From an optimization exercise on the open Yosys and OpenROAD flow, aimed at small area; shortcuts taken in it are not production practice. No run shown here included a check of the RTL's function; only the layout flow was run.

`flow/run.sh`:
```
#!/bin/bash
# Own layout flow: the standard flow (standard.sh) with smaller port
# buffers, synthesis buffers removed at floorplan, and a leaner clock tree.
set -euo pipefail
bash standard.sh \
  'BUFFER_PORTS_ARGS=-buffer_cell sky130_fd_sc_hd__buf_1' \
  REMOVE_ABC_BUFFERS=1 \
  'CTS_ARGS=-sink_clustering_enable -repair_clock_nets -dont_use_dummy_load -buf_list sky130_fd_sc_hd__clkbuf_4' \
  finish > standard_flow.log 2>&1
```
`standard.sh`:
```
#!/bin/bash
# synth_recipe.tcl (not shown) runs the flow's synth.tcl, then flattens the netlist and writes it again
# the make line also repeats each setting of config.mk as NAME=value (left out here)
make -C /OpenROAD-flow-scripts/flow DESIGN_CONFIG=/design/flow/config.mk WORK_HOME=/design/flow/orfs CLKGATE_MAP_FILE= SYNTH_SCRIPT=/design/flow/synth_recipe.tcl "${@:-finish}"
```
`config.mk`:
```
export PLATFORM = sky130hd
export DESIGN_NAME = MLP
export DESIGN_NICKNAME = MLP
export VERILOG_FILES = /design/flow/design.v
export SDC_FILE = /design/flow/constraint.sdc
export NUM_CORES = 4
export LEC_CHECK = 0
export CAP_MARGIN = 20
export CORE_MARGIN = 2
export CORE_UTILIZATION = 40
export SLEW_MARGIN = 20
export SYNTH_HIERARCHICAL = 1
export SYNTH_MINIMUM_KEEP_SIZE = 0
```
`constraint.sdc`:
```
create_clock -name core_clock -period 7.0 [get_ports {clk}]
set_input_delay 1.4000 -clock core_clock [delete_from_list [all_inputs] [get_ports {clk}]]
set_output_delay 1.4000 -clock core_clock [all_outputs]
set_load 0.01 [all_outputs]
```
`design.v`:
```
`timescale  1ns/10ps
module neuron2
(
    input   input1,
    input   input2,
    input   [7:0]  weight1,
    input   [7:0]  weight2,
    input   [7:0]  bias,
    output  [9:0] neuron_out
);
    wire p_1_0 = input1 & weight1[0];
    wire p_2_0 = input2 & weight2[0];
    wire bb0 = bias[0];
    wire p_1_1 = input1 & weight1[1];
    wire p_2_1 = input2 & weight2[1];
    wire bb1 = bias[1];
    wire p_1_2 = input1 & weight1[2];
    wire p_2_2 = input2 & weight2[2];
    wire bb2 = bias[2];
    wire p_1_3 = input1 & weight1[3];
    wire p_2_3 = input2 & weight2[3];
    wire bb3 = bias[3];
    wire p_1_4 = input1 & weight1[4];
    wire p_2_4 = input2 & weight2[4];
    wire bb4 = bias[4];
    wire p_1_5 = input1 & weight1[5];
    wire p_2_5 = input2 & weight2[5];
    wire bb5 = bias[5];
    wire p_1_6 = input1 & weight1[6];
    wire p_2_6 = input2 & weight2[6];
    wire bb6 = bias[6];
    wire p_1_7 = input1 & weight1[7];
    wire p_2_7 = input2 & weight2[7];
    wire bb7 = bias[7];
    wire h_s2, h_c1;
    mlp_fa uh_s2 (.a(bb0), .b(p_1_0), .c(p_2_0), .s(h_s2), .co(h_c1));
    wire h_s4, h_c3;
    mlp_fa uh_s4 (.a(bb1), .b(p_1_1), .c(p_2_1), .s(h_s4), .co(h_c3));
    wire h_s5, h_c6;
    mlp_ha uh_s5 (.a(h_c1), .b(h_s4), .s(h_s5), .co(h_c6));
    wire h_s8, h_c7;
    mlp_fa uh_s8 (.a(bb2), .b(p_1_2), .c(p_2_2), .s(h_s8), .co(h_c7));
    wire h_s10, h_c9;
    mlp_fa uh_s10 (.a(h_c3), .b(h_s8), .c(h_c6), .s(h_s10), .co(h_c9));
    wire h_s12, h_c11;
    mlp_fa uh_s12 (.a(bb3), .b(p_1_3), .c(p_2_3), .s(h_s12), .co(h_c11));
    wire h_s14, h_c13;
    mlp_fa uh_s14 (.a(h_c7), .b(h_s12), .c(h_c9), .s(h_s14), .co(h_c13));
    wire h_s16, h_c15;
    mlp_fa uh_s16 (.a(bb4), .b(p_1_4), .c(p_2_4), .s(h_s16), .co(h_c15));
    wire h_s18, h_c17;
    mlp_fa uh_s18 (.a(h_c11), .b(h_s16), .c(h_c13), .s(h_s18), .co(h_c17));
    wire h_s20, h_c19;
    mlp_fa uh_s20 (.a(bb5), .b(p_1_5), .c(p_2_5), .s(h_s20), .co(h_c19));
    wire h_s22, h_c21;
    mlp_fa uh_s22 (.a(h_c15), .b(h_s20), .c(h_c17), .s(h_s22), .co(h_c21));
    wire h_s24, h_c23;
    mlp_fa uh_s24 (.a(bb6), .b(p_1_6), .c(p_2_6), .s(h_s24), .co(h_c23));
    wire h_s26, h_c25;
    mlp_fa uh_s26 (.a(h_c19), .b(h_s24), .c(h_c21), .s(h_s26), .co(h_c25));
    wire h_s28, h_c27;
    mlp_fa uh_s28 (.a(bb7), .b(p_1_7), .c(p_2_7), .s(h_s28), .co(h_c27));
    wire h_s30, h_c29;
    mlp_fa uh_s30 (.a(h_c23), .b(h_s28), .c(h_c25), .s(h_s30), .co(h_c29));
    wire h_s31, h_c32;
    mlp_ha uh_s31 (.a(h_c27), .b(h_c29), .s(h_s31), .co(h_c32));
    assign neuron_out = {h_c32, h_s31, h_s30, h_s26, h_s22, h_s18, h_s14, h_s10, h_s5, h_s2};
endmodule
`timescale  1ns/10ps
module neuron3
(
    input   [9:0] in1,
    input   [9:0] in2,
    input   [9:0] in3,
    input   [7:0]  w1,
    input   [7:0]  w2,
    input   [7:0]  w3,
    input   [7:0]  bias,
    output  msb_out
);
    wire p1_0_0 = ~(in1[0] & w1[0]);
    wire p1_1_0 = ~(in1[1] & w1[0]);
    wire p1_2_0 = ~(in1[2] & w1[0]);
    wire p1_3_0 = ~(in1[3] & w1[0]);
    wire p1_4_0 = ~(in1[4] & w1[0]);
    wire p1_5_0 = ~(in1[5] & w1[0]);
    wire p1_6_0 = ~(in1[6] & w1[0]);
    wire p1_7_0 = ~(in1[7] & w1[0]);
    wire p1_8_0 = ~(in1[8] & w1[0]);
    wire p1_0_1 = ~(in1[0] & w1[1]);
    wire p1_1_1 = ~(in1[1] & w1[1]);
    wire p1_2_1 = ~(in1[2] & w1[1]);
    wire p1_3_1 = ~(in1[3] & w1[1]);
    wire p1_4_1 = ~(in1[4] & w1[1]);
    wire p1_5_1 = ~(in1[5] & w1[1]);
    wire p1_6_1 = ~(in1[6] & w1[1]);
    wire p1_7_1 = ~(in1[7] & w1[1]);
    wire p1_0_2 = ~(in1[0] & w1[2]);
    wire p1_1_2 = ~(in1[1] & w1[2]);
    wire p1_2_2 = ~(in1[2] & w1[2]);
    wire p1_3_2 = ~(in1[3] & w1[2]);
    wire p1_4_2 = ~(in1[4] & w1[2]);
    wire p1_5_2 = ~(in1[5] & w1[2]);
    wire p1_6_2 = ~(in1[6] & w1[2]);
    wire p1_7_2 = ~(in1[7] & w1[2]);
    wire p1_0_3 = ~(in1[0] & w1[3]);
    wire p1_1_3 = ~(in1[1] & w1[3]);
    wire p1_2_3 = ~(in1[2] & w1[3]);
    wire p1_3_3 = ~(in1[3] & w1[3]);
    wire p1_4_3 = ~(in1[4] & w1[3]);
    wire p1_5_3 = ~(in1[5] & w1[3]);
    wire p1_6_3 = ~(in1[6] & w1[3]);
    wire p1_7_3 = ~(in1[7] & w1[3]);
    wire p1_0_4 = ~(in1[0] & w1[4]);
    wire p1_1_4 = ~(in1[1] & w1[4]);
    wire p1_2_4 = ~(in1[2] & w1[4]);
    wire p1_3_4 = ~(in1[3] & w1[4]);
    wire p1_4_4 = ~(in1[4] & w1[4]);
    wire p1_5_4 = ~(in1[5] & w1[4]);
    wire p1_6_4 = ~(in1[6] & w1[4]);
    wire p1_0_5 = ~(in1[0] & w1[5]);
    wire p1_1_5 = ~(in1[1] & w1[5]);
    wire p1_2_5 = ~(in1[2] & w1[5]);
    wire p1_3_5 = ~(in1[3] & w1[5]);
    wire p1_4_5 = ~(in1[4] & w1[5]);
    wire p1_5_5 = ~(in1[5] & w1[5]);
    wire p1_0_6 = ~(in1[0] & w1[6]);
    wire p1_1_6 = ~(in1[1] & w1[6]);
    wire p1_2_6 = ~(in1[2] & w1[6]);
    wire p1_3_6 = ~(in1[3] & w1[6]);
    wire p1_4_6 = ~(in1[4] & w1[6]);
    wire p1_0_7 = ~(in1[0] & w1[7]);
    wire p1_1_7 = ~(in1[1] & w1[7]);
    wire p1_2_7 = ~(in1[2] & w1[7]);
    wire p1_3_7 = ~(in1[3] & w1[7]);
    wire q1_9 = ~((in1[9] & w1[0]) | (in1[8] & w1[1]));
    wire q1_10 = ~((in1[9] & w1[1]) | (in1[8] & w1[2]));
    wire p2_0_0 = ~(in2[0] & w2[0]);
    wire p2_1_0 = ~(in2[1] & w2[0]);
    wire p2_2_0 = ~(in2[2] & w2[0]);
    wire p2_3_0 = ~(in2[3] & w2[0]);
    wire p2_4_0 = ~(in2[4] & w2[0]);
    wire p2_5_0 = ~(in2[5] & w2[0]);
    wire p2_6_0 = ~(in2[6] & w2[0]);
    wire p2_7_0 = ~(in2[7] & w2[0]);
    wire p2_8_0 = ~(in2[8] & w2[0]);
    wire p2_0_1 = ~(in2[0] & w2[1]);
    wire p2_1_1 = ~(in2[1] & w2[1]);
    wire p2_2_1 = ~(in2[2] & w2[1]);
    wire p2_3_1 = ~(in2[3] & w2[1]);
    wire p2_4_1 = ~(in2[4] & w2[1]);
    wire p2_5_1 = ~(in2[5] & w2[1]);
    wire p2_6_1 = ~(in2[6] & w2[1]);
    wire p2_7_1 = ~(in2[7] & w2[1]);
    wire p2_0_2 = ~(in2[0] & w2[2]);
    wire p2_1_2 = ~(in2[1] & w2[2]);
    wire p2_2_2 = ~(in2[2] & w2[2]);
    wire p2_3_2 = ~(in2[3] & w2[2]);
    wire p2_4_2 = ~(in2[4] & w2[2]);
    wire p2_5_2 = ~(in2[5] & w2[2]);
    wire p2_6_2 = ~(in2[6] & w2[2]);
    wire p2_7_2 = ~(in2[7] & w2[2]);
    wire p2_0_3 = ~(in2[0] & w2[3]);
    wire p2_1_3 = ~(in2[1] & w2[3]);
    wire p2_2_3 = ~(in2[2] & w2[3]);
    wire p2_3_3 = ~(in2[3] & w2[3]);
    wire p2_4_3 = ~(in2[4] & w2[3]);
    wire p2_5_3 = ~(in2[5] & w2[3]);
    wire p2_6_3 = ~(in2[6] & w2[3]);
    wire p2_7_3 = ~(in2[7] & w2[3]);
    wire p2_0_4 = ~(in2[0] & w2[4]);
    wire p2_1_4 = ~(in2[1] & w2[4]);
    wire p2_2_4 = ~(in2[2] & w2[4]);
    wire p2_3_4 = ~(in2[3] & w2[4]);
    wire p2_4_4 = ~(in2[4] & w2[4]);
    wire p2_5_4 = ~(in2[5] & w2[4]);
    wire p2_6_4 = ~(in2[6] & w2[4]);
    wire p2_0_5 = ~(in2[0] & w2[5]);
    wire p2_1_5 = ~(in2[1] & w2[5]);
    wire p2_2_5 = ~(in2[2] & w2[5]);
    wire p2_3_5 = ~(in2[3] & w2[5]);
    wire p2_4_5 = ~(in2[4] & w2[5]);
    wire p2_5_5 = ~(in2[5] & w2[5]);
    wire p2_0_6 = ~(in2[0] & w2[6]);
    wire p2_1_6 = ~(in2[1] & w2[6]);
    wire p2_2_6 = ~(in2[2] & w2[6]);
    wire p2_3_6 = ~(in2[3] & w2[6]);
    wire p2_4_6 = ~(in2[4] & w2[6]);
    wire p2_0_7 = ~(in2[0] & w2[7]);
    wire p2_1_7 = ~(in2[1] & w2[7]);
    wire p2_2_7 = ~(in2[2] & w2[7]);
    wire p2_3_7 = ~(in2[3] & w2[7]);
    wire q2_9 = ~((in2[9] & w2[0]) | (in2[8] & w2[1]));
    wire q2_10 = ~((in2[9] & w2[1]) | (in2[8] & w2[2]));
    wire p3_0_0 = ~(in3[0] & w3[0]);
    wire p3_1_0 = ~(in3[1] & w3[0]);
    wire p3_2_0 = ~(in3[2] & w3[0]);
    wire p3_3_0 = ~(in3[3] & w3[0]);
    wire p3_4_0 = ~(in3[4] & w3[0]);
    wire p3_5_0 = ~(in3[5] & w3[0]);
    wire p3_6_0 = ~(in3[6] & w3[0]);
    wire p3_7_0 = ~(in3[7] & w3[0]);
    wire p3_8_0 = ~(in3[8] & w3[0]);
    wire p3_0_1 = ~(in3[0] & w3[1]);
    wire p3_1_1 = ~(in3[1] & w3[1]);
    wire p3_2_1 = ~(in3[2] & w3[1]);
    wire p3_3_1 = ~(in3[3] & w3[1]);
    wire p3_4_1 = ~(in3[4] & w3[1]);
    wire p3_5_1 = ~(in3[5] & w3[1]);
    wire p3_6_1 = ~(in3[6] & w3[1]);
    wire p3_7_1 = ~(in3[7] & w3[1]);
    wire p3_0_2 = ~(in3[0] & w3[2]);
    wire p3_1_2 = ~(in3[1] & w3[2]);
    wire p3_2_2 = ~(in3[2] & w3[2]);
    wire p3_3_2 = ~(in3[3] & w3[2]);
    wire p3_4_2 = ~(in3[4] & w3[2]);
    wire p3_5_2 = ~(in3[5] & w3[2]);
    wire p3_6_2 = ~(in3[6] & w3[2]);
    wire p3_7_2 = ~(in3[7] & w3[2]);
    wire p3_0_3 = ~(in3[0] & w3[3]);
    wire p3_1_3 = ~(in3[1] & w3[3]);
    wire p3_2_3 = ~(in3[2] & w3[3]);
    wire p3_3_3 = ~(in3[3] & w3[3]);
    wire p3_4_3 = ~(in3[4] & w3[3]);
    wire p3_5_3 = ~(in3[5] & w3[3]);
    wire p3_6_3 = ~(in3[6] & w3[3]);
    wire p3_7_3 = ~(in3[7] & w3[3]);
    wire p3_0_4 = ~(in3[0] & w3[4]);
    wire p3_1_4 = ~(in3[1] & w3[4]);
    wire p3_2_4 = ~(in3[2] & w3[4]);
    wire p3_3_4 = ~(in3[3] & w3[4]);
    wire p3_4_4 = ~(in3[4] & w3[4]);
    wire p3_5_4 = ~(in3[5] & w3[4]);
    wire p3_6_4 = ~(in3[6] & w3[4]);
    wire p3_0_5 = ~(in3[0] & w3[5]);
    wire p3_1_5 = ~(in3[1] & w3[5]);
    wire p3_2_5 = ~(in3[2] & w3[5]);
    wire p3_3_5 = ~(in3[3] & w3[5]);
    wire p3_4_5 = ~(in3[4] & w3[5]);
    wire p3_5_5 = ~(in3[5] & w3[5]);
    wire p3_0_6 = ~(in3[0] & w3[6]);
    wire p3_1_6 = ~(in3[1] & w3[6]);
    wire p3_2_6 = ~(in3[2] & w3[6]);
    wire p3_3_6 = ~(in3[3] & w3[6]);
    wire p3_4_6 = ~(in3[4] & w3[6]);
    wire p3_0_7 = ~(in3[0] & w3[7]);
    wire p3_1_7 = ~(in3[1] & w3[7]);
    wire p3_2_7 = ~(in3[2] & w3[7]);
    wire p3_3_7 = ~(in3[3] & w3[7]);
    wire q3_9 = ~((in3[9] & w3[0]) | (in3[8] & w3[1]));
    wire q3_10 = ~((in3[9] & w3[1]) | (in3[8] & w3[2]));
    wire bb0 = ~bias[0];
    wire bb1 = ~bias[1];
    wire bb2 = ~bias[2];
    wire bb3 = ~bias[3];
    wire bb4 = ~bias[4];
    wire bb5 = ~bias[5];
    wire bb6 = ~bias[6];
    wire bb7 = ~bias[7];
    wire m_s2, m_c1;
    mlp_fa um_s2 (.a(bb0), .b(p1_0_0), .c(p2_0_0), .s(m_s2), .co(m_c1));
    wire m_c3 = p3_0_0 | m_s2;
    wire m_s5, m_c4;
    mlp_fa um_s5 (.a(bb1), .b(p1_0_1), .c(p1_1_0), .s(m_s5), .co(m_c4));
    wire m_s7, m_c6;
    mlp_fa um_s7 (.a(p2_0_1), .b(p2_1_0), .c(p3_0_1), .s(m_s7), .co(m_c6));
    wire m_s9, m_c8;
    mlp_fa um_s9 (.a(p3_1_0), .b(m_c1), .c(m_s5), .s(m_s9), .co(m_c8));
    wire m_c10 = (m_s7 & m_c3) | (m_s7 & m_s9) | (m_c3 & m_s9);
    wire m_s12, m_c11;
    mlp_fa um_s12 (.a(bb2), .b(p1_0_2), .c(p1_1_1), .s(m_s12), .co(m_c11));
    wire m_s14, m_c13;
    mlp_fa um_s14 (.a(p1_2_0), .b(p2_0_2), .c(p2_1_1), .s(m_s14), .co(m_c13));
    wire m_s16, m_c15;
    mlp_fa um_s16 (.a(p2_2_0), .b(p3_0_2), .c(p3_1_1), .s(m_s16), .co(m_c15));
    wire m_s18, m_c17;
    mlp_fa um_s18 (.a(p3_2_0), .b(m_c4), .c(m_c6), .s(m_s18), .co(m_c17));
    wire m_s20, m_c19;
    mlp_fa um_s20 (.a(m_s12), .b(m_s14), .c(m_s16), .s(m_s20), .co(m_c19));
    wire m_s22, m_c21;
    mlp_fa um_s22 (.a(m_c8), .b(m_s18), .c(m_s20), .s(m_s22), .co(m_c21));
    wire m_c23 = m_c10 | m_s22;
    wire m_s25, m_c24;
    mlp_fa um_s25 (.a(bb3), .b(p1_0_3), .c(p1_1_2), .s(m_s25), .co(m_c24));
    wire m_s27, m_c26;
    mlp_fa um_s27 (.a(p1_2_1), .b(p1_3_0), .c(p2_0_3), .s(m_s27), .co(m_c26));
    wire m_s29, m_c28;
    mlp_fa um_s29 (.a(p2_1_2), .b(p2_2_1), .c(p2_3_0), .s(m_s29), .co(m_c28));
    wire m_s31, m_c30;
    mlp_fa um_s31 (.a(p3_0_3), .b(p3_1_2), .c(p3_2_1), .s(m_s31), .co(m_c30));
    wire m_s33, m_c32;
    mlp_fa um_s33 (.a(p3_3_0), .b(m_c11), .c(m_c13), .s(m_s33), .co(m_c32));
    wire m_s35, m_c34;
    mlp_fa um_s35 (.a(m_c15), .b(m_s25), .c(m_s27), .s(m_s35), .co(m_c34));
    wire m_s37, m_c36;
    mlp_fa um_s37 (.a(m_s29), .b(m_s31), .c(m_c17), .s(m_s37), .co(m_c36));
    wire m_s39, m_c38;
    mlp_fa um_s39 (.a(m_c19), .b(m_s33), .c(m_s35), .s(m_s39), .co(m_c38));
    wire m_s41, m_c40;
    mlp_fa um_s41 (.a(m_s37), .b(m_c21), .c(m_s39), .s(m_s41), .co(m_c40));
    wire m_c42 = m_c23 | m_s41;
    wire m_s44, m_c43;
    mlp_fa um_s44 (.a(bb4), .b(p1_0_4), .c(p1_1_3), .s(m_s44), .co(m_c43));
    wire m_s46, m_c45;
    mlp_fa um_s46 (.a(p1_2_2), .b(p1_3_1), .c(p1_4_0), .s(m_s46), .co(m_c45));
    wire m_s48, m_c47;
    mlp_fa um_s48 (.a(p2_0_4), .b(p2_1_3), .c(p2_2_2), .s(m_s48), .co(m_c47));
    wire m_s50, m_c49;
    mlp_fa um_s50 (.a(p2_3_1), .b(p2_4_0), .c(p3_0_4), .s(m_s50), .co(m_c49));
    wire m_s52, m_c51;
    mlp_fa um_s52 (.a(p3_1_3), .b(p3_2_2), .c(p3_3_1), .s(m_s52), .co(m_c51));
    wire m_s54, m_c53;
    mlp_fa um_s54 (.a(p3_4_0), .b(m_c24), .c(m_c26), .s(m_s54), .co(m_c53));
    wire m_s56, m_c55;
    mlp_fa um_s56 (.a(m_c28), .b(m_c30), .c(m_s44), .s(m_s56), .co(m_c55));
    wire m_s58, m_c57;
    mlp_fa um_s58 (.a(m_s46), .b(m_s48), .c(m_s50), .s(m_s58), .co(m_c57));
    wire m_s60, m_c59;
    mlp_fa um_s60 (.a(m_s52), .b(m_c32), .c(m_c34), .s(m_s60), .co(m_c59));
    wire m_s62, m_c61;
    mlp_fa um_s62 (.a(m_s54), .b(m_s56), .c(m_s58), .s(m_s62), .co(m_c61));
    wire m_s64, m_c63;
    mlp_fa um_s64 (.a(m_c36), .b(m_s60), .c(m_c38), .s(m_s64), .co(m_c63));
    wire m_s66, m_c65;
    mlp_fa um_s66 (.a(m_s62), .b(m_c40), .c(m_s64), .s(m_s66), .co(m_c65));
    wire m_c67 = m_c42 | m_s66;
    wire m_s69, m_c68;
    mlp_fa um_s69 (.a(bb5), .b(p1_0_5), .c(p1_1_4), .s(m_s69), .co(m_c68));
    wire m_s71, m_c70;
    mlp_fa um_s71 (.a(p1_2_3), .b(p1_3_2), .c(p1_4_1), .s(m_s71), .co(m_c70));
    wire m_s73, m_c72;
    mlp_fa um_s73 (.a(p1_5_0), .b(p2_0_5), .c(p2_1_4), .s(m_s73), .co(m_c72));
    wire m_s75, m_c74;
    mlp_fa um_s75 (.a(p2_2_3), .b(p2_3_2), .c(p2_4_1), .s(m_s75), .co(m_c74));
    wire m_s77, m_c76;
    mlp_fa um_s77 (.a(p2_5_0), .b(p3_0_5), .c(p3_1_4), .s(m_s77), .co(m_c76));
    wire m_s79, m_c78;
    mlp_fa um_s79 (.a(p3_2_3), .b(p3_3_2), .c(p3_4_1), .s(m_s79), .co(m_c78));
    wire m_s81, m_c80;
    mlp_fa um_s81 (.a(p3_5_0), .b(m_c43), .c(m_c45), .s(m_s81), .co(m_c80));
    wire m_s83, m_c82;
    mlp_fa um_s83 (.a(m_c47), .b(m_c49), .c(m_c51), .s(m_s83), .co(m_c82));
    wire m_s85, m_c84;
    mlp_fa um_s85 (.a(m_s69), .b(m_s71), .c(m_s73), .s(m_s85), .co(m_c84));
    wire m_s87, m_c86;
    mlp_fa um_s87 (.a(m_s75), .b(m_s77), .c(m_s79), .s(m_s87), .co(m_c86));
    wire m_s89, m_c88;
    mlp_fa um_s89 (.a(m_c53), .b(m_c55), .c(m_c57), .s(m_s89), .co(m_c88));
    wire m_s91, m_c90;
    mlp_fa um_s91 (.a(m_s81), .b(m_s83), .c(m_s85), .s(m_s91), .co(m_c90));
    wire m_s93, m_c92;
    mlp_fa um_s93 (.a(m_s87), .b(m_c59), .c(m_c61), .s(m_s93), .co(m_c92));
    wire m_s95, m_c94;
    mlp_fa um_s95 (.a(m_s89), .b(m_s91), .c(m_c63), .s(m_s95), .co(m_c94));
    wire m_s97, m_c96;
    mlp_fa um_s97 (.a(m_s93), .b(m_s95), .c(m_c65), .s(m_s97), .co(m_c96));
    wire m_c98 = m_c67 | m_s97;
    wire m_s100, m_c99;
    mlp_fa um_s100 (.a(bb6), .b(p1_0_6), .c(p1_1_5), .s(m_s100), .co(m_c99));
    wire m_s102, m_c101;
    mlp_fa um_s102 (.a(p1_2_4), .b(p1_3_3), .c(p1_4_2), .s(m_s102), .co(m_c101));
    wire m_s104, m_c103;
    mlp_fa um_s104 (.a(p1_5_1), .b(p1_6_0), .c(p2_0_6), .s(m_s104), .co(m_c103));
    wire m_s106, m_c105;
    mlp_fa um_s106 (.a(p2_1_5), .b(p2_2_4), .c(p2_3_3), .s(m_s106), .co(m_c105));
    wire m_s108, m_c107;
    mlp_fa um_s108 (.a(p2_4_2), .b(p2_5_1), .c(p2_6_0), .s(m_s108), .co(m_c107));
    wire m_s110, m_c109;
    mlp_fa um_s110 (.a(p3_0_6), .b(p3_1_5), .c(p3_2_4), .s(m_s110), .co(m_c109));
    wire m_s112, m_c111;
    mlp_fa um_s112 (.a(p3_3_3), .b(p3_4_2), .c(p3_5_1), .s(m_s112), .co(m_c111));
    wire m_s114, m_c113;
    mlp_fa um_s114 (.a(p3_6_0), .b(m_c68), .c(m_c70), .s(m_s114), .co(m_c113));
    wire m_s116, m_c115;
    mlp_fa um_s116 (.a(m_c72), .b(m_c74), .c(m_c76), .s(m_s116), .co(m_c115));
    wire m_s118, m_c117;
    mlp_fa um_s118 (.a(m_c78), .b(m_s100), .c(m_s102), .s(m_s118), .co(m_c117));
    wire m_s120, m_c119;
    mlp_fa um_s120 (.a(m_s104), .b(m_s106), .c(m_s108), .s(m_s120), .co(m_c119));
    wire m_s122, m_c121;
    mlp_fa um_s122 (.a(m_s110), .b(m_s112), .c(m_c80), .s(m_s122), .co(m_c121));
    wire m_s124, m_c123;
    mlp_fa um_s124 (.a(m_c82), .b(m_c84), .c(m_c86), .s(m_s124), .co(m_c123));
    wire m_s126, m_c125;
    mlp_fa um_s126 (.a(m_s114), .b(m_s116), .c(m_s118), .s(m_s126), .co(m_c125));
    wire m_s128, m_c127;
    mlp_fa um_s128 (.a(m_s120), .b(m_s122), .c(m_c88), .s(m_s128), .co(m_c127));
    wire m_s130, m_c129;
    mlp_fa um_s130 (.a(m_c90), .b(m_s124), .c(m_s126), .s(m_s130), .co(m_c129));
    wire m_s132, m_c131;
    mlp_fa um_s132 (.a(m_c92), .b(m_s128), .c(m_s130), .s(m_s132), .co(m_c131));
    wire m_s134, m_c133;
    mlp_fa um_s134 (.a(m_c94), .b(m_s132), .c(m_c96), .s(m_s134), .co(m_c133));
    wire m_c135 = m_c98 | m_s134;
    wire m_s137, m_c136;
    mlp_fa um_s137 (.a(bb7), .b(p1_0_7), .c(p1_1_6), .s(m_s137), .co(m_c136));
    wire m_s139, m_c138;
    mlp_fa um_s139 (.a(p1_2_5), .b(p1_3_4), .c(p1_4_3), .s(m_s139), .co(m_c138));
    wire m_s141, m_c140;
    mlp_fa um_s141 (.a(p1_5_2), .b(p1_6_1), .c(p1_7_0), .s(m_s141), .co(m_c140));
    wire m_s143, m_c142;
    mlp_fa um_s143 (.a(p2_0_7), .b(p2_1_6), .c(p2_2_5), .s(m_s143), .co(m_c142));
    wire m_s145, m_c144;
    mlp_fa um_s145 (.a(p2_3_4), .b(p2_4_3), .c(p2_5_2), .s(m_s145), .co(m_c144));
    wire m_s147, m_c146;
    mlp_fa um_s147 (.a(p2_6_1), .b(p2_7_0), .c(p3_0_7), .s(m_s147), .co(m_c146));
    wire m_s149, m_c148;
    mlp_fa um_s149 (.a(p3_1_6), .b(p3_2_5), .c(p3_3_4), .s(m_s149), .co(m_c148));
    wire m_s151, m_c150;
    mlp_fa um_s151 (.a(p3_4_3), .b(p3_5_2), .c(p3_6_1), .s(m_s151), .co(m_c150));
    wire m_s153, m_c152;
    mlp_fa um_s153 (.a(p3_7_0), .b(m_c101), .c(m_c103), .s(m_s153), .co(m_c152));
    wire m_s155, m_c154;
    mlp_fa um_s155 (.a(m_c105), .b(m_c107), .c(m_c109), .s(m_s155), .co(m_c154));
    wire m_s157, m_c156;
    mlp_fa um_s157 (.a(m_c111), .b(m_c99), .c(m_s137), .s(m_s157), .co(m_c156));
    wire m_s159, m_c158;
    mlp_fa um_s159 (.a(m_s139), .b(m_s141), .c(m_s143), .s(m_s159), .co(m_c158));
    wire m_s161, m_c160;
    mlp_fa um_s161 (.a(m_s145), .b(m_s147), .c(m_s149), .s(m_s161), .co(m_c160));
    wire m_s163, m_c162;
    mlp_fa um_s163 (.a(m_s151), .b(m_c113), .c(m_c115), .s(m_s163), .co(m_c162));
    wire m_s165, m_c164;
    mlp_fa um_s165 (.a(m_c117), .b(m_c119), .c(m_s153), .s(m_s165), .co(m_c164));
    wire m_s167, m_c166;
    mlp_fa um_s167 (.a(m_s155), .b(m_s157), .c(m_s159), .s(m_s167), .co(m_c166));
    wire m_s169, m_c168;
    mlp_fa um_s169 (.a(m_s161), .b(m_c121), .c(m_c123), .s(m_s169), .co(m_c168));
    wire m_s171, m_c170;
    mlp_fa um_s171 (.a(m_s163), .b(m_c125), .c(m_s165), .s(m_s171), .co(m_c170));
    wire m_s173, m_c172;
    mlp_fa um_s173 (.a(m_s167), .b(m_c127), .c(m_s169), .s(m_s173), .co(m_c172));
    wire m_s175, m_c174;
    mlp_fa um_s175 (.a(m_c129), .b(m_s171), .c(m_s173), .s(m_s175), .co(m_c174));
    wire m_s177, m_c176;
    mlp_fa um_s177 (.a(m_c131), .b(m_s175), .c(m_c133), .s(m_s177), .co(m_c176));
    wire m_c178 = m_c135 | m_s177;
    wire m_s180, m_c179;
    mlp_fa um_s180 (.a(p1_1_7), .b(p1_2_6), .c(p1_3_5), .s(m_s180), .co(m_c179));
    wire m_s182, m_c181;
    mlp_fa um_s182 (.a(p1_4_4), .b(p1_5_3), .c(p1_6_2), .s(m_s182), .co(m_c181));
    wire m_s184, m_c183;
    mlp_fa um_s184 (.a(p1_7_1), .b(p1_8_0), .c(p2_1_7), .s(m_s184), .co(m_c183));
    wire m_s186, m_c185;
    mlp_fa um_s186 (.a(p2_2_6), .b(p2_3_5), .c(p2_4_4), .s(m_s186), .co(m_c185));
    wire m_s188, m_c187;
    mlp_fa um_s188 (.a(p2_5_3), .b(p2_6_2), .c(p2_7_1), .s(m_s188), .co(m_c187));
    wire m_s190, m_c189;
    mlp_fa um_s190 (.a(p2_8_0), .b(p3_1_7), .c(p3_2_6), .s(m_s190), .co(m_c189));
    wire m_s192, m_c191;
    mlp_fa um_s192 (.a(p3_3_5), .b(p3_4_4), .c(p3_5_3), .s(m_s192), .co(m_c191));
    wire m_s194, m_c193;
    mlp_fa um_s194 (.a(p3_6_2), .b(p3_7_1), .c(p3_8_0), .s(m_s194), .co(m_c193));
    wire m_s196, m_c195;
    mlp_fa um_s196 (.a(m_c136), .b(m_c138), .c(m_c140), .s(m_s196), .co(m_c195));
    wire m_s198, m_c197;
    mlp_fa um_s198 (.a(m_c142), .b(m_c144), .c(m_c146), .s(m_s198), .co(m_c197));
    wire m_s200, m_c199;
    mlp_fa um_s200 (.a(m_c148), .b(m_c150), .c(m_s180), .s(m_s200), .co(m_c199));
    wire m_s202, m_c201;
    mlp_fa um_s202 (.a(m_s182), .b(m_s184), .c(m_s186), .s(m_s202), .co(m_c201));
    wire m_s204, m_c203;
    mlp_fa um_s204 (.a(m_s188), .b(m_s190), .c(m_s192), .s(m_s204), .co(m_c203));
    wire m_s206, m_c205;
    mlp_fa um_s206 (.a(m_s194), .b(m_c152), .c(m_c154), .s(m_s206), .co(m_c205));
    wire m_s208, m_c207;
    mlp_fa um_s208 (.a(m_c156), .b(m_c158), .c(m_c160), .s(m_s208), .co(m_c207));
    wire m_s210, m_c209;
    mlp_fa um_s210 (.a(m_s196), .b(m_s198), .c(m_s200), .s(m_s210), .co(m_c209));
    wire m_s212, m_c211;
    mlp_fa um_s212 (.a(m_s202), .b(m_s204), .c(m_c162), .s(m_s212), .co(m_c211));
    wire m_s214, m_c213;
    mlp_fa um_s214 (.a(m_c164), .b(m_s206), .c(m_c166), .s(m_s214), .co(m_c213));
    wire m_s216, m_c215;
    mlp_fa um_s216 (.a(m_s208), .b(m_s210), .c(m_s212), .s(m_s216), .co(m_c215));
    wire m_s218, m_c217;
    mlp_fa um_s218 (.a(m_c168), .b(m_c170), .c(m_s214), .s(m_s218), .co(m_c217));
    wire m_s220, m_c219;
    mlp_fa um_s220 (.a(m_s216), .b(m_c172), .c(m_s218), .s(m_s220), .co(m_c219));
    wire m_s222, m_c221;
    mlp_fa um_s222 (.a(m_c174), .b(m_s220), .c(m_c176), .s(m_s222), .co(m_c221));
    wire m_c223 = m_c178 | m_s222;
    wire m_s225, m_c224;
    mlp_fa um_s225 (.a(p1_2_7), .b(p1_3_6), .c(p1_4_5), .s(m_s225), .co(m_c224));
    wire m_s227, m_c226;
    mlp_fa um_s227 (.a(p1_5_4), .b(p1_6_3), .c(p1_7_2), .s(m_s227), .co(m_c226));
    wire m_s229, m_c228;
    mlp_fa um_s229 (.a(p2_2_7), .b(p2_3_6), .c(p2_4_5), .s(m_s229), .co(m_c228));
    wire m_s231, m_c230;
    mlp_fa um_s231 (.a(p2_5_4), .b(p2_6_3), .c(p2_7_2), .s(m_s231), .co(m_c230));
    wire m_s233, m_c232;
    mlp_fa um_s233 (.a(p3_2_7), .b(p3_3_6), .c(p3_4_5), .s(m_s233), .co(m_c232));
    wire m_s235, m_c234;
    mlp_fa um_s235 (.a(p3_5_4), .b(p3_6_3), .c(p3_7_2), .s(m_s235), .co(m_c234));
    wire m_s237, m_c236;
    mlp_fa um_s237 (.a(q1_9), .b(q2_9), .c(q3_9), .s(m_s237), .co(m_c236));
    wire m_s239, m_c238;
    mlp_fa um_s239 (.a(m_c179), .b(m_c181), .c(m_c183), .s(m_s239), .co(m_c238));
    wire m_s241, m_c240;
    mlp_fa um_s241 (.a(m_c185), .b(m_c187), .c(m_c189), .s(m_s241), .co(m_c240));
    wire m_s243, m_c242;
    mlp_fa um_s243 (.a(m_c191), .b(m_c193), .c(m_s225), .s(m_s243), .co(m_c242));
    wire m_s245, m_c244;
    mlp_fa um_s245 (.a(m_s227), .b(m_s229), .c(m_s231), .s(m_s245), .co(m_c244));
    wire m_s247, m_c246;
    mlp_fa um_s247 (.a(m_s233), .b(m_s235), .c(m_s237), .s(m_s247), .co(m_c246));
    wire m_s249, m_c248;
    mlp_fa um_s249 (.a(m_c195), .b(m_c197), .c(m_c199), .s(m_s249), .co(m_c248));
    wire m_s251, m_c250;
    mlp_fa um_s251 (.a(m_c201), .b(m_c203), .c(m_s239), .s(m_s251), .co(m_c250));
    wire m_s253, m_c252;
    mlp_fa um_s253 (.a(m_s241), .b(m_s243), .c(m_s245), .s(m_s253), .co(m_c252));
    wire m_s255, m_c254;
    mlp_fa um_s255 (.a(m_s247), .b(m_c205), .c(m_c207), .s(m_s255), .co(m_c254));
    wire m_s257, m_c256;
    mlp_fa um_s257 (.a(m_c209), .b(m_s249), .c(m_s251), .s(m_s257), .co(m_c256));
    wire m_s259, m_c258;
    mlp_fa um_s259 (.a(m_s253), .b(m_c211), .c(m_c213), .s(m_s259), .co(m_c258));
    wire m_s261, m_c260;
    mlp_fa um_s261 (.a(m_s255), .b(m_s257), .c(m_c215), .s(m_s261), .co(m_c260));
    wire m_s263, m_c262;
    mlp_fa um_s263 (.a(m_c217), .b(m_s259), .c(m_s261), .s(m_s263), .co(m_c262));
    wire m_s265, m_c264;
    mlp_fa um_s265 (.a(m_c219), .b(m_s263), .c(m_c221), .s(m_s265), .co(m_c264));
    wire m_c266 = m_c223 | m_s265;
    wire m_x267 = p1_3_7 ^ p1_4_6;
    wire m_x268 = p1_5_5 ^ p1_6_4;
    wire m_x269 = p1_7_3 ^ p2_3_7;
    wire m_x270 = p2_4_6 ^ p2_5_5;
    wire m_x271 = p2_6_4 ^ p2_7_3;
    wire m_x272 = p3_3_7 ^ p3_4_6;
    wire m_x273 = p3_5_5 ^ p3_6_4;
    wire m_x274 = p3_7_3 ^ q1_10;
    wire m_x275 = q2_10 ^ q3_10;
    wire m_x276 = m_x267 ^ m_x268;
    wire m_x277 = m_x269 ^ m_x270;
    wire m_x278 = m_x271 ^ m_x272;
    wire m_x279 = m_x273 ^ m_x274;
    wire m_x280 = m_x275 ^ m_c224;
    wire m_x281 = m_c226 ^ m_c228;
    wire m_x282 = m_c230 ^ m_c232;
    wire m_x283 = m_c234 ^ m_x276;
    wire m_x284 = m_x277 ^ m_x278;
    wire m_x285 = m_c236 ^ m_x279;
    wire m_x286 = m_x280 ^ m_x281;
    wire m_x287 = m_x282 ^ m_x283;
    wire m_x288 = m_x284 ^ m_x285;
    wire m_x289 = m_c238 ^ m_c240;
    wire m_x290 = m_x286 ^ m_x287;
    wire m_x291 = m_c242 ^ m_c244;
    wire m_x292 = m_x288 ^ m_c246;
    wire m_x293 = m_x289 ^ m_x290;
    wire m_x294 = m_x291 ^ m_x292;
    wire m_x295 = m_c248 ^ m_x293;
    wire m_x296 = m_c250 ^ m_c252;
    wire m_x297 = m_x294 ^ m_x295;
    wire m_x298 = m_x296 ^ m_c254;
    wire m_x299 = m_x297 ^ m_c256;
    wire m_x300 = m_x298 ^ m_x299;
    wire m_x301 = m_c258 ^ m_x300;
    wire m_x302 = m_c260 ^ m_x301;
    wire m_x303 = m_x302 ^ m_c262;
    wire m_x304 = m_x303 ^ m_c264;
    wire m_x305 = m_x304 ^ m_c266;
    wire m_n306 = ~m_x305;
    assign msb_out = ~m_n306;
endmodule
module mlp_fa (input a, input b, input c, output s, output co);
    assign s  = a ^ b ^ c;
    assign co = (a & b) | (a & c) | (b & c);
endmodule
module mlp_ha (input a, input b, output s, output co);
    assign s  = a ^ b;
    assign co = a & b;
endmodule
`timescale 1ns/10ps
module  MLP (
    input clk,               
    input reset,             
    input in1,               
    input in2,               
    input signed [7:0] hidden_weight1,
    input signed [7:0] hidden_weight2,
    input signed [7:0] hidden_bias1,
    input signed [7:0] hidden_weight3,
    input signed [7:0] hidden_weight4,
    input signed [7:0] hidden_bias2  ,
    input signed [7:0] hidden_weight5,
    input signed [7:0] hidden_weight6,
    input signed [7:0] hidden_bias3  ,
    input signed [7:0] output_weight1,
    input signed [7:0] output_weight2,
    input signed [7:0] output_weight3,
    input signed [7:0] output_bias   ,
    output reg final_out     
);
    wire [9:0] h1, h2, h3;
    neuron2 hidden_neuron1(
        .input1(in1), .input2(in2),
        .weight1(hidden_weight1), .weight2(hidden_weight2), .bias(hidden_bias1),
        .neuron_out(h1)
    );
    neuron2 hidden_neuron2(
        .input1(in1), .input2(in2),
        .weight1(hidden_weight3), .weight2(hidden_weight4), .bias(hidden_bias2),
        .neuron_out(h2)
    );
    neuron2 hidden_neuron3(
        .input1(in1), .input2(in2),
        .weight1(hidden_weight5), .weight2(hidden_weight6), .bias(hidden_bias3),
        .neuron_out(h3)
    );
    reg [9:0] hid1_q1, hid1_q2, hid1_q3;    
    reg [9:0] hid2_q1, hid2_q2, hid2_q3;    
    always @(posedge clk) begin
        hid1_q1 <= h1;
        hid1_q2 <= h2;
        hid1_q3 <= h3;
        hid2_q1 <= hid1_q1;
        hid2_q2 <= hid1_q2;
        hid2_q3 <= hid1_q3;
    end
    wire msb;
    neuron3 output_neuron(
        .in1(hid2_q1), .in2(hid2_q2), .in3(hid2_q3),
        .w1(output_weight1), .w2(output_weight2), .w3(output_weight3),
        .bias(output_bias),
        .msb_out(msb)
    );
    reg msb1_q, msb2_q;
    always @(posedge clk) begin
        msb1_q <= msb;
        msb2_q <= msb1_q;
        if (reset)
            final_out <= 1'b0;
        else
            final_out <= msb2_q;
    end
endmodule
```
==> results.yml, run 1 <==
clock_network:
  post_cts_hold_buffer_count: 0
  cts_made_buffers: 9
  postCtsSetupBuffers: 0
  clkSlewWorstSetupHoldPaths_ps: 110
  clock_insertion_delay_worst_skew_ps: 450
  clk_path_buf_depth: 2
  root_buffer: "sky130_fd_sc_hd__clkbuf_4"
  cts.sinks: 63
  cts.htree.levels: 3
  cts_tree: "built"
setup_path:
  buf_inv_on_cp: 2
  worst_r2r_path_depth: 16
  path_common_cell: "sky130_fd_sc_hd__fa_2"
  worst_ep_required_time_ps: 7300
  r2r_setup_slack_ps: 760
  crit_arrival_ps: 7070
  setup.worst_path.start: "output_weight2[3]"
  r2r_end: "msb1_q$_DFF_P_"
  crit_family: "adder cells"
  timing.critical_path.to_type: "register"
  worst-path-stages: 18
  critical_path.max_stage_delay_ps: 590
  crit-reg2reg-launch: "hid2_q2[0]$_DFF_P_"
  critical_path_cell_by_cell: "buf_1 -> buf_4 -> nand2_1 -> fa_1 -> fa_2 -> fa_1 -> fa_2 -> fa_1 -> fa_2 -> fa_2 -> fa_2 -> fa_2 -> fa_1 -> nor4_2 -> o2111ai_1 -> xnor3_1 -> xnor2_1 -> xnor3_1"
  crit_type: "input port to register"
  crit_path_top_delay_cell: "sky130_fd_sc_hd__fa_1"
  capture_point_of_the_worst_path: "msb1_q$_DFF_P_"
  cp_max_fo: 3
  setup.worst_path.start_class: "input port"
drt:
  drc: 0
  detail-route-antenna-nets: 0
  dr.first_iter.drc_count: 221
  detail_route.vias_per_cell: 4.78
  routedWlPerCell_um: 17.8
  drt-total-wl_um: 15500
  drtPass1Iterations: 5
  vias: 4153
yosys:
  postSynthRegisterBits: 63
  yosys_warnings: 7
  netlist-cell-type-count: 20
  yosys-top-cells-area: "sky130_fd_sc_hd__fa_1, sky130_fd_sc_hd__dfxtp_1, sky130_fd_sc_hd__nand2_1"
  synth_sequential_area_ratio_pct: 19.4
  syn-mean-instance-area_um2: 11.6
  synth.top_cell.area_share_pct: 52.4
  synthCells: 560
  synth_top_cell_by_area: "sky130_fd_sc_hd__fa_1"
  mappedNetlistArea_um2: 6490
floorplanning:
  initial_utilization_pct: 40.9
  ioPinCount: 109
  core.rowCount: 46
  die_width_um: 131
  die_height_um: 131
  core-area_um2: 15900
  die_area_um2: 17300
layout:
  ff_latch_area_um2: 1260
  layout-area-overhead-vs-synth_pct: 10.3
  fin_area_um2: 7160
  antenna_cells: 0
  multi_input_combinational_cell_area_um2: 4900
  finish.net_count: 939
  post_route_cells_drive_above_1_share_pct: 8.58
  fillCellCount: 1529
timing:
  finalHoldViolations: 0
  timing.hold.ws_ps: 301
  final-setup-viol-count: 0
  setup_ws_ps: 227
  grt_setup_unrepaired: "no"
  final_max_slew_viol_count: 0
  fmax_achieved_mhz: 148
  worst_clock_skew_ps: 33.4
  ratio_of_final_minimum_period_to_clock_period_pct: 96.8
  fin_crit_ps: 6770
  tns_ps: 0
  worstMarginPinSlew_ps: 469
  maxSlewHeadroom_pct: 68.7
global_routing:
  grt.overflow.total: 0
  first_pass_grt_wire_length_um: 25900
  vias_in_the_first_global_route: 5065
  grtUsageTotal_pct: 19.9
  antenna_found_initial: 2
  grt_start_max_net_pins: 25
placement:
  port-buffer-count: 108
  hpwlAfterDp_um: 13700
  detailed_place.area_um2: 7060
  final_wtd_congestion: 0.867
  dp_worst_setup_slack_ps: -493
flow_run:
  timing.max_cap.violations: 0
hold_path:
  hp-class: "register to register"
run_status:
  outcome: "timing/DRC/antenna clean"
metrics by stage:
stage | util [%] | cells
after floorplan | - | 507
after global placement | 44.4 | 860
after detailed placement | 44.4 | 860
after CTS | 44.9 | 869
after global routing | 45.1 | 869
final | 45.1 | 869
cell usage after synthesis:
| master | n |
|---|---|
| sky130_fd_sc_hd__inv_1 | 8 |
| sky130_fd_sc_hd__nor2_2 | 1 |
| sky130_fd_sc_hd__and3b_1 | 1 |
| sky130_fd_sc_hd__fa_1 | 170 |
| sky130_fd_sc_hd__buf_2 | 2 |
| sky130_fd_sc_hd__o2111ai_1 | 1 |
| sky130_fd_sc_hd__dfxtp_1 | 63 |
| sky130_fd_sc_hd__buf_6 | 1 |
| sky130_fd_sc_hd__xnor2_1 | 25 |
| sky130_fd_sc_hd__a22oi_1 | 6 |
| sky130_fd_sc_hd__buf_4 | 32 |
| sky130_fd_sc_hd__ha_1 | 6 |
| sky130_fd_sc_hd__clkbuf_1 | 18 |
| sky130_fd_sc_hd__xnor2_4 | 1 |
| sky130_fd_sc_hd__nand2_1 | 165 |
| sky130_fd_sc_hd__nor4_1 | 2 |
| sky130_fd_sc_hd__nor2b_4 | 1 |
| sky130_fd_sc_hd__xor2_1 | 5 |
| sky130_fd_sc_hd__and2_1 | 48 |
| sky130_fd_sc_hd__xnor3_1 | 4 |
sequential cells by signal, indices dropped and copies added (netlist names):
signal	cells
msb2_q	1
msb1_q	1
hid1_q3	10
hid1_q1	10
hid1_q2	10
hid2_q2	10
final_out	1
hid2_q1	10
hid2_q3	10
per-layer routing:
layer  vias up  wire length [um]  global-route usage, %
met4         2               625                   8.82
met1      2122              6170                   24.0
li1       1842                 -                      -
met3        43               816                   4.32
met5         -                13                      0
met2       144              7860                   34.3
cell usage in the layout (no fill, tap or decap):
master	n
sky130_fd_sc_hd__nand2_1	164
sky130_fd_sc_hd__fa_1	163
sky130_fd_sc_hd__buf_1	102
sky130_fd_sc_hd__dfxtp_1	63
sky130_fd_sc_hd__and2_1	48
sky130_fd_sc_hd__buf_4	29
sky130_fd_sc_hd__xnor2_1	25
sky130_fd_sc_hd__clkbuf_4	9
sky130_fd_sc_hd__inv_1	8
sky130_fd_sc_hd__fa_2	7
sky130_fd_sc_hd__ha_1	6
sky130_fd_sc_hd__a22oi_1	6
sky130_fd_sc_hd__clkbuf_2	6
sky130_fd_sc_hd__xor2_1	5
sky130_fd_sc_hd__xnor3_1	4
sky130_fd_sc_hd__nor2b_4	1
sky130_fd_sc_hd__nand2_2	1
sky130_fd_sc_hd__xnor2_4	1
sky130_fd_sc_hd__nor2_2	1
sky130_fd_sc_hd__and3b_1	1
sky130_fd_sc_hd__nor4_1	1
sky130_fd_sc_hd__nor4_2	1
sky130_fd_sc_hd__o2111ai_1	1
worst register-to-register path: stages, from the launching register on:
cell and delay (ps):
sky130_fd_sc_hd__dfxtp_1 590, sky130_fd_sc_hd__nand2_1 160, sky130_fd_sc_hd__fa_1 590, sky130_fd_sc_hd__fa_2 460
sky130_fd_sc_hd__fa_1 400, sky130_fd_sc_hd__fa_2 360, sky130_fd_sc_hd__fa_1 490, sky130_fd_sc_hd__fa_2 380
sky130_fd_sc_hd__fa_2 340, sky130_fd_sc_hd__fa_2 340, sky130_fd_sc_hd__fa_2 350, sky130_fd_sc_hd__fa_1 520
sky130_fd_sc_hd__nor4_2 230, sky130_fd_sc_hd__o2111ai_1 150, sky130_fd_sc_hd__xnor3_1 210, sky130_fd_sc_hd__xnor2_1 150
sky130_fd_sc_hd__xnor3_1 400
cell type report:
class,instances,area share (%)
flip-flops and latches,63,17.6
multi-input cells,436,68.4
repair buffers,137,8.81
clock buffers,9,0.944
inverters,8,0.419
well taps,216,3.77
logic make-up after synthesis:
group                    synth area share [%]
AO/OA/AOI/OAI                           0.828
XOR/XNOR                                 5.86
adder cells (fa/ha/maj)                  53.6
buffers and inverters                    5.53
flip-flops                               19.4
AND/OR/NAND/NOR                          14.8
timing repair:
| action | 4_1_cts | 5_1_grt |
|---|---|---|
| pin swaps | 0 | 6 |
| setup endpoints to repair | 1 | 1 |
| gates cloned | 0 | 0 |
| endpoints found under the hold margin | 0 | 0 |
| resized for setup | 1 | 12 |
modules after synthesis (local to each module, per instance):
module,cells,copies in the design,flip-flops and latches,area [um2]
MLP,64,1,63,1270
mlp_ha,1,6,0,12.5
mlp_fa,1,170,0,20.0
neuron3,242,1,0,1210
neuron2,26,3,0,175
worst min-delay path by stage:
stage,endpoint,cells past startpoint,from,slack (ps)
3_5_place_dp,hid2_q3[9]$_DFF_P_,0,hid1_q3[9]$_DFF_P_,310
6_report,hid2_q3[5]$_DFF_P_,0,hid1_q3[5]$_DFF_P_,300
3_3_place_gp,hid2_q1[7]$_DFF_P_,0,hid1_q1[7]$_DFF_P_,310
2_1_floorplan,hid2_q1[0]$_DFF_P_,0,hid1_q1[0]$_DFF_P_,310
5_1_grt,hid2_q3[6]$_DFF_P_,0,hid1_q3[6]$_DFF_P_,300
4_1_cts,hid2_q3[5]$_DFF_P_,0,hid1_q3[5]$_DFF_P_,300
==> inputs of run 2 (changes only) <==
--- a/config.mk
+++ b/config.mk
@@ -5,9 +5,10 @@
 export SDC_FILE = /design/flow/constraint.sdc
 export NUM_CORES = 4
 export LEC_CHECK = 0
-export CAP_MARGIN = 20
+export CAP_MARGIN = 0
 export CORE_MARGIN = 2
 export CORE_UTILIZATION = 40
-export SLEW_MARGIN = 20
+export GPL_TIMING_DRIVEN = 0
+export SLEW_MARGIN = 0
 export SYNTH_HIERARCHICAL = 1
 export SYNTH_MINIMUM_KEEP_SIZE = 0
==> results.yml, run 2 <==
clock_network:
  root_buffer: "sky130_fd_sc_hd__clkbuf_4"
  clock_insertion_delay_worst_skew_ps: 410
  cts.sinks: 63
  clk_path_buf_depth: 2
  postCtsSetupBuffers: 0
  cts.htree.levels: 3
  clkSlewWorstSetupHoldPaths_ps: 110
  cts_tree: "built"
  cts_made_buffers: 9
yosys:
  post-synth-top-count-cell: "sky130_fd_sc_hd__fa_1"
  mappedNetlistArea_um2: 6490
  synth.cells.most_frequent: "sky130_fd_sc_hd__fa_1, sky130_fd_sc_hd__nand2_1, sky130_fd_sc_hd__dfxtp_1, sky130_fd_sc_hd__and2_1, sky130_fd_sc_hd__buf_4"
  postSynthRegisterBits: 63
  synth_sequential_area_ratio_pct: 19.4
  synth_top_cell_by_area: "sky130_fd_sc_hd__fa_1"
  synth_flop_cell: "sky130_fd_sc_hd__dfxtp_1"
  synth_enable_flop_cells: 0
  syn-mean-instance-area_um2: 11.6
  yosys_warnings: 7
  synth-async-reset-ratio_pct: 0
  synth.top_cell.area_share_pct: 52.4
  synthCells: 560
  netlist-cell-type-count: 20
  yosys-top-cells-area: "sky130_fd_sc_hd__fa_1, sky130_fd_sc_hd__dfxtp_1, sky130_fd_sc_hd__nand2_1"
layout:
  layout_common_cells: "sky130_fd_sc_hd__nand2_1, sky130_fd_sc_hd__fa_1, sky130_fd_sc_hd__buf_1"
  layout-area-overhead-vs-synth_pct: 7.57
  antenna_cells: 0
  mostFrequentLayoutCell: "sky130_fd_sc_hd__nand2_1"
  ff_latch_area_um2: 1260
  multi_input_combinational_cell_area_um2: 4910
  finish.net_count: 910
  fin_area_um2: 6990
  fillCellCount: 1581
  post_route_cells_drive_above_1_share_pct: 6.09
timing:
  ratio_of_final_minimum_period_to_clock_period_pct: 97.6
  fmax_achieved_mhz: 146
  maxSlewHeadroom_pct: 34.5
  worst_clock_skew_ps: 21.6
  final_max_slew_viol_count: 0
  grt_setup_unrepaired: "no"
  worstMarginPinSlew_ps: 983
  fin_crit_ps: 6830
  final-setup-viol-count: 0
  finalHoldViolations: 0
placement:
  port-buffer-count: 108
  hpwlAfterDp_um: 12300
  detailed_place.area_um2: 6840
  final_wtd_congestion: 0.891
hold_path:
  worstHoldStart: "hid1_q3[5]$_DFF_P_"
  hp-class: "register to register"
setup_path:
  crit_type: "input port to register"
  setup.worst_path.start: "output_weight2[3]"
  cp_max_fo: 8
  worst_r2r_path_depth: 16
  setup.worst_path.start_class: "input port"
  worst_ep_required_time_ps: 7280
  crit_arrival_ps: 7110
  r2r_setup_slack_ps: 690
  capture_point_of_the_worst_path: "msb1_q$_DFF_P_"
  r2r_end: "msb1_q$_DFF_P_"
  timing.critical_path.to_type: "register"
  crit-reg2reg-launch: "hid2_q2[2]$_DFF_P_"
global_routing:
  first_pass_grt_wire_length_um: 23700
  grt_start_max_net_pins: 25
  vias_in_the_first_global_route: 4810
  grtUsageTotal_pct: 17.8
  grt.overflow.total: 0
  antenna_found_initial: 0
drt:
  vias: 4037
  dr.max_layer_used: "met4"
  wl_met3_um: 774
  drtPass1Iterations: 4
  dr.first_iter.drc_count: 182
  detail_route.wirelength.met1_um: 5150
  met2_length_um: 7340
  detail_route.vias_per_cell: 4.81
  drt-total-wl_um: 13900
  drc: 0
  detail-route-antenna-nets: 0
  routedWlPerCell_um: 16.6
floorplanning:
  core.rowCount: 46
  die_height_um: 131
  initial_utilization_pct: 40.9
  ioPinCount: 109
  die_width_um: 131
  core-area_um2: 15900
  die_area_um2: 17300
run_status:
  outcome: "timing/DRC/antenna clean"
flow_run:
  timing.max_cap.violations: 0
[run 2: cell counts after synthesis]
Identical to the previous run, type by type.
[run 2: what timing repair did]
action,CTS,global route
pin swaps,2,6
endpoints found under the setup margin,1,1
gates resized for setup,17,19
endpoints found under the hold margin,0,0
hold buffers,0,0
gates cloned,0,0
[run 2: layout make-up]
| cell class | instances | area share, % |
|---|---|---|
| timing repair buffer | 108 | 6.38 |
| inverter | 8 | 0.430 |
| tap | 216 | 3.87 |
| multi-input combinational | 436 | 70.3 |
| sequential | 63 | 18.1 |
| clock buffer | 9 | 0.967 |
[run 2: critical path, stage by stage]
cell	delay, ps
sky130_fd_sc_hd__clkbuf_4	180
sky130_fd_sc_hd__nand2_1	110
sky130_fd_sc_hd__fa_1	470
sky130_fd_sc_hd__fa_2	550
sky130_fd_sc_hd__fa_2	440
sky130_fd_sc_hd__fa_2	350
sky130_fd_sc_hd__fa_1	400
sky130_fd_sc_hd__fa_1	390
sky130_fd_sc_hd__fa_2	350
sky130_fd_sc_hd__fa_2	340
sky130_fd_sc_hd__fa_2	350
sky130_fd_sc_hd__fa_1	540
sky130_fd_sc_hd__nor4_2	310
sky130_fd_sc_hd__o2111ai_2	240
sky130_fd_sc_hd__xnor3_1	260
sky130_fd_sc_hd__xnor2_1	180
sky130_fd_sc_hd__xnor3_1	240
[run 2: how the worst min path moves through the flow]
stage / cells past startpoint / end / slack [ps]
2_1_floorplan: 0 / hid2_q1[0]$_DFF_P_ / 310
6_report: 0 / hid2_q3[5]$_DFF_P_ / 310
3_5_place_dp: 0 / hid2_q2[8]$_DFF_P_ / 310
4_1_cts: 0 / hid2_q3[5]$_DFF_P_ / 320
3_3_place_gp: 0 / hid2_q1[6]$_DFF_P_ / 310
5_1_grt: 0 / hid2_q3[5]$_DFF_P_ / 320
[run 2: logic make-up after synthesis]
logic type / after synthesis / synth area share (%)
simple gates: 218 / 14.8
buf+inv: 61 / 5.53
xor+xnor: 35 / 5.86
fa+ha+maj: 176 / 53.6
compound gates: 7 / 0.828
flops: 63 / 19.4
[run 2: per-stage QoR]
stage	hold WS, ps	TNS [ps]	instances	worst slack [ps]	utilization [%]
2_1_floorplan	310	0	507	44.0	-
3_3_place_gp	312	-950	831	-950	43.1
3_5_place_dp	312	-1020	831	-1020	43.1
4_1_cts	316	0	840	0.828	43.7
5_1_grt	318	0	840	32.4	44.0
6_report	308	0	840	167	44.0
[run 2: per-layer routing]
metal	GRT usage [%]	vias to the layer above
met4	8.15	0
met5	0	-
li1	-	1781
met1	21.8	2067
met2	31.2	153
met3	2.55	36
[run 2: modules after synthesis (local to each module, per instance)]
module   copies in the design  cells inside
MLP                         1            64
mlp_fa                    170             1
mlp_ha                      6             1
neuron2                     3            26
neuron3                     1           242
==> inputs of run 3 (changes only) <==
--- a/config.mk
+++ b/config.mk
@@ -7,7 +7,7 @@
 export LEC_CHECK = 0
 export CAP_MARGIN = 0
 export CORE_MARGIN = 2
-export CORE_UTILIZATION = 40
+export CORE_UTILIZATION = 60
 export GPL_TIMING_DRIVEN = 0
 export SLEW_MARGIN = 0
 export SYNTH_HIERARCHICAL = 1
==> results.yml, run 3 <==
run_status:
  outcome: "timing/DRC/antenna clean"
yosys:
  yosys_warnings: 7
  post-synth-top-count-cell: "sky130_fd_sc_hd__fa_1"
  postSynthRegisterBits: 63
  synth_flop_cell: "sky130_fd_sc_hd__dfxtp_1"
  mappedNetlistArea_um2: 6490
  synth_top_cell_by_area: "sky130_fd_sc_hd__fa_1"
  synth_sequential_area_ratio_pct: 19.4
  yosys-top-cells-area: "sky130_fd_sc_hd__fa_1, sky130_fd_sc_hd__dfxtp_1, sky130_fd_sc_hd__nand2_1"
  netlist-cell-type-count: 20
  synthCells: 560
  synth.top_cell.area_share_pct: 52.4
  synth_enable_flop_cells: 0
  synth.cells.most_frequent: "sky130_fd_sc_hd__fa_1, sky130_fd_sc_hd__nand2_1, sky130_fd_sc_hd__dfxtp_1, sky130_fd_sc_hd__and2_1, sky130_fd_sc_hd__buf_4"
  syn-mean-instance-area_um2: 11.6
  synth-async-reset-ratio_pct: 0
layout:
  antenna_cells: 0
  finish.net_count: 910
  layout-area-overhead-vs-synth_pct: 6.42
  fin_area_um2: 6910
  layout_common_cells: "sky130_fd_sc_hd__nand2_1, sky130_fd_sc_hd__fa_1, sky130_fd_sc_hd__buf_1"
  mostFrequentLayoutCell: "sky130_fd_sc_hd__nand2_1"
  post_route_cells_drive_above_1_share_pct: 5.93
  instances_no_fill: 760
  finalCoreUtilization_pct: 66.3
timing:
  setup_ws_ps: 158
  worst_clock_skew_ps: 13.8
  fin_crit_ps: 6840
  final-setup-viol-count: 0
  grt_setup_unrepaired: "no"
  ratio_of_final_minimum_period_to_clock_period_pct: 97.7
  worstMarginPinSlew_ps: 822
  final_max_slew_viol_count: 0
  timing.hold.ws_ps: 312
  maxSlewHeadroom_pct: 45.2
  fmax_achieved_mhz: 146
  finalHoldViolations: 0
global_routing:
  grt_start_max_net_pins: 25
  antenna_found_initial: 0
  grt.overflow.total: 0
  grtUsageTotal_pct: 28.7
  first_pass_grt_wire_length_um: 24200
  vias_in_the_first_global_route: 4703
placement:
  hpwlAfterDp_um: 12400
  final_wtd_congestion: 0.900
  place_inst: 751
  port-buffer-count: 108
  dp_worst_setup_slack_ps: -1390
  detailed_place.area_um2: 6740
drt:
  drtPass1Iterations: 4
  detail_route.vias_per_cell: 5.35
  drt-total-wl_um: 14800
  detail-route-antenna-nets: 0
  dr.first_iter.drc_count: 262
  routedWlPerCell_um: 19.5
  drc: 0
  vias: 4068
clock_network:
  cts.htree.levels: 3
  root_buffer: "sky130_fd_sc_hd__clkbuf_4"
  clock_insertion_delay_worst_skew_ps: 390
  clk_path_buf_depth: 2
  cts_made_buffers: 9
  post_cts_hold_buffer_count: 0
  clkSlewWorstSetupHoldPaths_ps: 90
  cts_tree: "built"
  postCtsSetupBuffers: 0
  cts.sinks: 63
floorplanning:
  die_area_um2: 11700
  ioPinCount: 109
  core.rowCount: 37
  die_width_um: 108
  core-area_um2: 10400
  initial_utilization_pct: 62.3
  die_height_um: 108
setup_path:
  timing.critical_path.to_type: "register"
  setup.worst_path.start_class: "input port"
  crit_arrival_ps: 7110
  worst_ep_required_time_ps: 7270
  crit_type: "input port to register"
  cp_max_fo: 10
flow_run:
  timing.max_cap.violations: 0
hold_path:
  hp-class: "register to register"
run 3: cell counts after synthesis:
No cell type changed its count.
run 3: cell type report:
type / instances / area, um2
Timing Repair Buffer: 108 / 459
Clock buffer: 9 / 67.6
Tap cell: 136 / 170
Multi-Input combinational cell: 436 / 4920
Inverter: 8 / 30.0
Sequential cell: 63 / 1260
Fill cell: 829 / 3510
run 3: worst paths after layout:
check                                   startpoint                 end  slack (ps)  cells past startpoint
worst max register to register  hid2_q1[1]$_DFF_P_      msb1_q$_DFF_P_         670                     16
worst min-delay path            hid1_q1[4]$_DFF_P_  hid2_q1[4]$_DFF_P_         310                      0
worst min register to register  hid1_q1[4]$_DFF_P_  hid2_q1[4]$_DFF_P_         310                      0
worst max-delay path             output_weight1[1]      msb1_q$_DFF_P_         160                     17
run 3: cells by family after synthesis:
family,count (synthesis),share of synthesized area [%]
XOR/XNOR,35,5.86
flip-flops,63,19.4
adder cells (fa/ha/maj),176,53.6
buffers and inverters,61,5.53
AND/OR/NAND/NOR,218,14.8
AO/OA/AOI/OAI,7,0.828
run 3: through the flow:
step                TNS [ps]
floorplan                  0
global placement       -1300
detailed placement     -1390
CTS                        0
global route               0
finish                     0
run 3: Yosys stat by module (local to each module, per instance):
module / flops+latches / times used / cell area, um2
neuron3: 0 / 1 / 1210
mlp_fa: 0 / 170 / 20.0
MLP: 63 / 1 / 1270
neuron2: 0 / 3 / 175
mlp_ha: 0 / 6 / 12.5
run 3: layer usage:
| metal | part of all wire (%) | track usage, % | up-vias |
|---|---|---|---|
| met5 | 0 | 0 | - |
| li1 | - | - | 1789 |
| met1 | 38 | 35.0 | 2056 |
| met4 | 5.0 | 15.2 | 0 |
| met2 | 51 | 48.7 | 179 |
| met3 | 6.2 | 5.61 | 44 |
run 3: what timing repair did:
item,4_1_cts,5_1_grt
endpoints found under the setup margin,1,1
gates resized for setup,38,1
pin swaps,7,2
endpoints found under the hold margin,0,0
run 3: critical path, cell delays in order:
cell	delay, ps
sky130_fd_sc_hd__buf_6	150
sky130_fd_sc_hd__nand2_1	110
sky130_fd_sc_hd__fa_1	580
sky130_fd_sc_hd__fa_1	440
sky130_fd_sc_hd__fa_1	410
sky130_fd_sc_hd__fa_2	370
sky130_fd_sc_hd__fa_1	470
sky130_fd_sc_hd__fa_1	420
sky130_fd_sc_hd__fa_2	380
sky130_fd_sc_hd__fa_1	410
sky130_fd_sc_hd__fa_2	360
sky130_fd_sc_hd__fa_2	500
sky130_fd_sc_hd__nor4_4	190
sky130_fd_sc_hd__o2111ai_2	240
sky130_fd_sc_hd__xnor3_1	310
sky130_fd_sc_hd__xnor2_2	130
sky130_fd_sc_hd__xnor3_1	230

## what the ideal ports hide
The results above use ideal ports. As a check the final layouts listed here were re-extracted and re-timed, cells and wires unchanged. Step 1: set_driving_cell puts a clkbuf_16 on clk and a buf_2 on each other input, an assumption about the parent block. Step 2 moves the port delays by t, midway between the first and last clock arrival at a register: inputs arrive t later, outputs are due t later. That takes back most of the time a late clock gives input paths. Slacks: no drivers / after step 1 / after step 2; pairs: no drivers / after step 1.
run | t, ns | setup WS [ns] | worst hold slack (ns) | clock arrival spread, ns | pins driven straight from the clock port
run 1 | 0.463 | 0.227 / 0.227 / -0.236 | 0.301 / 0.301 / 0.301 | 0.034 / 0.034 | 1
run 2 | 0.427 | 0.167 / 0.156 / -0.272 | 0.308 / 0.308 / 0.308 | 0.030 / 0.031 | 1
run 3 | 0.407 | 0.158 / 0.146 / -0.261 | 0.312 / 0.312 / 0.312 | 0.014 / 0.014 | 1
With both steps, setup timing fails in every run listed, where it was met with ideal ports. For run 1, which loses most, drivers alone change the setup slack by 0.000 ns; drivers and shift together by -0.463 ns.
